This design comes from an exercise in tuning for small area on the open sky130 flow, not from production work. Only simulation tests tie the RTL to the original design; equivalence was not proved.

the previous run:
## FIR2
module FIR2 (X, clk, Y, reset);
   input  [11:0] X;
   input  clk;
   output [13:0] Y;
   input  reset;
   reg [13:0] Y;
   reg [11:0] d1, d2, d3, d4, d5, d6, d7, d8, d9, d10, d11, d12, d13, d14, d15, d16, d17, d18, d19, d20, d21, d22, d23, d24, d25, d26, d27, d28, d29, d30, d31, d32, d33, d34, d35, d36, d37, d38, d39, d40, d41, d42, d43, d44, d45, d46, d47, d48, d49, d50, d51, d52, d53, d54, d55, d56, d57, d58;
   always @(posedge clk) begin
      d1 <= X;
      d2 <= d1;
      d3 <= d2;
      d4 <= d3;
      d5 <= d4;
      d6 <= d5;
      d7 <= d6;
      d8 <= d7;
      d9 <= d8;
      d10 <= d9;
      d11 <= d10;
      d12 <= d11;
      d13 <= d12;
      d14 <= d13;
      d15 <= d14;
      d16 <= d15;
      d17 <= d16;
      d18 <= d17;
      d19 <= d18;
      d20 <= d19;
      d21 <= d20;
      d22 <= d21;
      d23 <= d22;
      d24 <= d23;
      d25 <= d24;
      d26 <= d25;
      d27 <= d26;
      d28 <= d27;
      d29 <= d28;
  ...
Size in the first run: roughly 2200 cells after synthesis, roughly 720 flip-flops, about 28 I/O pins, about 33000 sq um of cells after synthesis.
clock: 15.0 ns
lec_check: 0
cap_margin: 20
core_margin: 2
core_utilization: 40
slew_margin: 20
synth_hierarchical: 1
run.sh (not shown) runs the stock make flow with config.mk's settings and CLKGATE_MAP_FILE= SYNTH_SCRIPT=/design/flow/synth_recipe.tcl, a recipe that flattens the netlist after the stock synthesis.
No stage failed in the previous run, and the final checks on the layout all came back clean.
Input-level comparison between the current run and the previous run:
- putting GPL_TIMING_DRIVEN at 0 where nothing was set
- Against the previous run, the current run comes in 1 lower on antenna cell count.
- Changes observed in the current run relative to the previous run: post-layout instance area flat, sequential portion of the cell area flat.

========
== v23 ==
Starting RTL as in the previous note.
make LEC_CHECK=0 CAP_MARGIN=20 CORE_MARGIN=2 CORE_UTILIZATION=40 CTS_CLUSTER_DIAMETER=90 CTS_CLUSTER_SIZE=25 SLEW_MARGIN=20 SYNTH_HIERARCHICAL=1 finish   # period 15.0 ns
For v25, these inputs were changed with respect to v23:
- CTS_CLUSTER_DIAMETER: 90 -> 60
- CTS_CLUSTER_SIZE: 25 -> 16
- CTS_BUF_LIST: unset -> sky130_fd_sc_hd__clkbuf_8
==> comparison <==
In v25, final instance area is lower than in v23.
v25 and v23 ended up with nearly the same sequential cell area share.
Going from v23 to v25, clock insertion delay at the later pin of the skew report grows by 0.09 ns.
Net count of the finished layout (higher): v25
v25: fraction of layout cells with a size suffix above 1 is 1.2 points higher than what v23 reported.
#### Input delta (v49 over v25)
- clearing CTS_BUF_LIST, which used to be sky130_fd_sc_hd__clkbuf_8
- swapping 16 for 20 in CTS_CLUSTER_SIZE
- swapping 60 for 80 in CTS_CLUSTER_DIAMETER
Per the comparison of v49 with v25, sequential cell count closely matched the old numbers. v49 vs v25 — area added between synthesis and finish rose 0.95 points. Between v49 and v25, finished layout cell area is higher for v49, v25 comes in under that. Clock buffer and inverter area fraction after layout, v49 and v25: larger value in v49. Taking v25 as the reference, in v49 first-pass GRT wire length now sits higher, worst hold margin now sits at about the same level. v25 has lower routed metal-1 wirelength than v49. v25 -> v49: count of plain and timing-repair buffers delta 0, exact match.
> inputs changed (v49 -> v38)
- swapping 20 for 30 in CTS_CLUSTER_SIZE
- swapping 80 for 100 in CTS_CLUSTER_DIAMETER
[summary]
Number of stages on the worst setup path came out exactly the same in v38 and v49.
Comparing maximum single-stage delay on the critical path for v38 and v49, the smaller number came from v49.
Between v38 and v49, the difference in met1 capacity usage during global routing is negligible.

========
Another version of the RTL of FIR2 (not shown whole).
Size in the first run: ~2200 cells after synthesis, about 28 I/O pins.
export LEC_CHECK = 0
export CAP_MARGIN = 20
export CORE_MARGIN = 2
export CORE_UTILIZATION = 40
export CTS_BUF_LIST = sky130_fd_sc_hd__clkbuf_4
export CTS_CLUSTER_DIAMETER = 50
export CTS_CLUSTER_SIZE = 10
export SLEW_MARGIN = 20
export SYNTH_HIERARCHICAL = 1
create_clock -name core_clock -period 15.0 [get_ports {clk}]
standard.sh (not shown) runs the stock make flow with config.mk's settings and CLKGATE_MAP_FILE= SYNTH_SCRIPT=/design/flow/synth_recipe.tcl, a recipe that flattens the netlist after the stock synthesis.
==> flow/flow/run.sh <==
#!/bin/bash
# Standard ORFS flow (the standard.sh), with the port buffers that
# buffer_ports inserts on every input and output made the smallest buffer.
set -o pipefail
export BUFFER_PORTS_ARGS="-buffer_cell sky130_fd_sc_hd__buf_1"
bash standard.sh > standard_flow.log 2>&1
Rerun with:
Settings changed: CTS_BUF_LIST sky130_fd_sc_hd__clkbuf_4 to sky130_fd_sc_hd__clkbuf_4 sky130_fd_sc_hd__clkbuf_8, CTS_CLUSTER_SIZE 10 to 12.
Outcome:
- The new run finished clean
- die area does not change
- via count goes down slightly
- worst setup slack loses 0.034 ns
- final cell count barely changes
- area after synthesis is unchanged
- routed wire length rose slightly

========
Starting RTL as in the previous note.
Design FIR2, start of the top module:
module FIR2 (X, clk, Y, reset);
   input  [11:0] X;
   input  clk;
   output [13:0] Y;
   input  reset;
   reg [13:0] Y;
   reg [11:0] d1, d2, d3, d4, d5, d6, d7, d8, d9, d10, d11, d12, d13, d14, d15, d16, d17, d18, d19, d20, d21, d22, d23, d24, d25, d26, d27, d28, d29, d30, d31, d32, d33, d34, d35, d36, d37, d38, d39, d40, d41, d42, d43, d44, d45, d46, d47, d48, d49, d50, d51, d52, d53, d54, d55, d56, d57, d58;
   always @(posedge clk) begin
      d1 <= X;
      d2 <= d1;
      d3 <= d2;
      d4 <= d3;
      d5 <= d4;
      d6 <= d5;
      d7 <= d6;
      d8 <= d7;
      d9 <= d8;
      d10 <= d9;
      d11 <= d10;
      d12 <= d11;
      d13 <= d12;
      d14 <= d13;
      d15 <= d14;
      d16 <= d15;
      d17 <= d16;
      d18 <= d17;
      d19 <= d18;
      d20 <= d19;
      d21 <= d20;
      d22 <= d21;
      d23 <= d22;
      d24 <= d23;
      d25 <= d24;
      d26 <= d25;
      d27 <= d26;
      d28 <= d27;
      d29 <= d28;
      d30 <= d29;
      d31 <= d30;
      d32 <= d31;
      d33 <= d32;
      d34 <= d33;
      d35 <= d34;
      d36 <= d35;
      d37 <= d36;
      d38 <= d37;
      d39 <= d38;
      d40 <= d39;
      d41 <= d40;
      d42 <= d41;
      d43 <= d42;
      d44 <= d43;
      d45 <= d44;
      d46 <= d45;
      d47 <= d46;
      d48 <= d47;
      d49 <= d48;
      d50 <= d49;
      d51 <= d50;
      d52 <= d51;
      d53 <= d52;
      d54 <= d53;
      d55 <= d54;
      d56 <= d55;
      d57 <= d56;
      d58 <= d57;
   end
   reg [5:0] cnt;
   always @(posedge clk or posedge reset)
      if (reset) cnt <= 6'd0;
  ...
==> flow/config.mk <==
export PLATFORM = sky130hd
export DESIGN_NAME = FIR2
export DESIGN_NICKNAME = FIR2
export VERILOG_FILES = /design/flow/design.v
export SDC_FILE = /design/flow/constraint.sdc
export NUM_CORES = 4
export LEC_CHECK = 0
export CAP_MARGIN = 20
export CORE_MARGIN = 2
export CORE_UTILIZATION = 40
export CTS_BUF_LIST = sky130_fd_sc_hd__clkbuf_8
export CTS_CLUSTER_DIAMETER = 60
export CTS_CLUSTER_SIZE = 16
export SLEW_MARGIN = 20
export SYNTH_HIERARCHICAL = 1
==> flow/constraint.sdc <==
create_clock -name core_clock -period 15.0 [get_ports {clk}]
set_input_delay 3.0000 -clock core_clock [delete_from_list [all_inputs] [get_ports {clk}]]
set_output_delay 3.0000 -clock core_clock [all_outputs]
set_load 0.01 [all_outputs]
run.sh (not shown) runs the stock make flow with config.mk's settings and CLKGATE_MAP_FILE= SYNTH_SCRIPT=/design/flow/synth_recipe.tcl, a recipe that flattens the netlist after the stock synthesis.
Stock flow here: none of the scripts above is used.
The baseline completed without violations.
Next try:
==> flow/flow/run.sh (new file) <==
#!/bin/bash
# Standard ORFS flow (the standard.sh), with the port buffers that
# buffer_ports inserts on every input and output made the smallest buffer.
set -o pipefail
export BUFFER_PORTS_ARGS="-buffer_cell sky130_fd_sc_hd__buf_1"
bash standard.sh > standard_flow.log 2>&1
==> flow/standard.sh (new file) <==
#!/bin/bash
# synth_recipe.tcl (not shown) runs the flow's synth.tcl, then flattens the netlist and writes it again
# the make line also repeats each setting of config.mk as NAME=value (left out here)
make -C /OpenROAD-flow-scripts/flow DESIGN_CONFIG=/design/flow/config.mk WORK_HOME=/design/flow/orfs CLKGATE_MAP_FILE= SYNTH_SCRIPT=/design/flow/synth_recipe.tcl "${@:-finish}"
removed: flow/run.sh
Outcome: Design area shrinks by 0.37%. First-iteration DRC count shrinks by about 1.5%. Count of clock-buffer cells in the layout shrinks by 2. Worst setup slack is better by 0.17 ns. Sequential share of layout area grows by 0.15 points. Critical path depth stays the same. Final cell count stays flat. Wire length hardly moves. Global-route usage shrinks by 0.10 points.

separate check: timing with driven ports:
How much do the figures lean on ideal ports? The routed layouts below were timed once more, with nothing changed but the port constraints. Step 1 (the two cells are an assumption about what drives the block):
set clk [get_ports {clk}]
set_driving_cell -lib_cell sky130_fd_sc_hd__clkbuf_16 $clk
set_driving_cell -lib_cell sky130_fd_sc_hd__buf_2 [delete_from_list [all_inputs] $clk]
Step 2 also shifts input and output timing later by t, the mid clock arrival at the registers, as if the neighbouring blocks saw the same clock. Three values: no drivers, after step 1, after step 2; two values: the first two.
run	t (ns)	slack for setup (ns)	worst setup path after step 2	worst slew at a driven data input, ns
the previous run	0.700	1.112 / 1.112 / 1.112	register to register	0.04
the current run	0.684	0.626 / 0.626 / 0.626	register to register	0.03
v23	0.659	1.099 / 1.099 / 1.099	register to register	0.04
v25	0.758	1.091 / 1.091 / 1.091	register to register	0.04
v49	0.664	1.070 / 1.070 / 1.070	register to register	0.04
v38	0.698	1.056 / 1.056 / 1.056	register to register	0.04
the first run of note 3	0.907	0.691 / 0.691 / 0.569	input to register	0.04
the second run of note 3	0.740	0.657 / 0.657 / 0.585	input to register	0.04
the first run of note 4	0.767	0.561 / 0.561 / 0.171	input to register	0.04
the second run of note 4	0.766	0.730 / 0.730 / 0.592	input to register	0.04
After both steps every run listed still meets setup and hold. For the first run of note 4, which loses most, drivers alone change the setup slack by 0.000 ns; drivers and shift together by -0.390 ns.
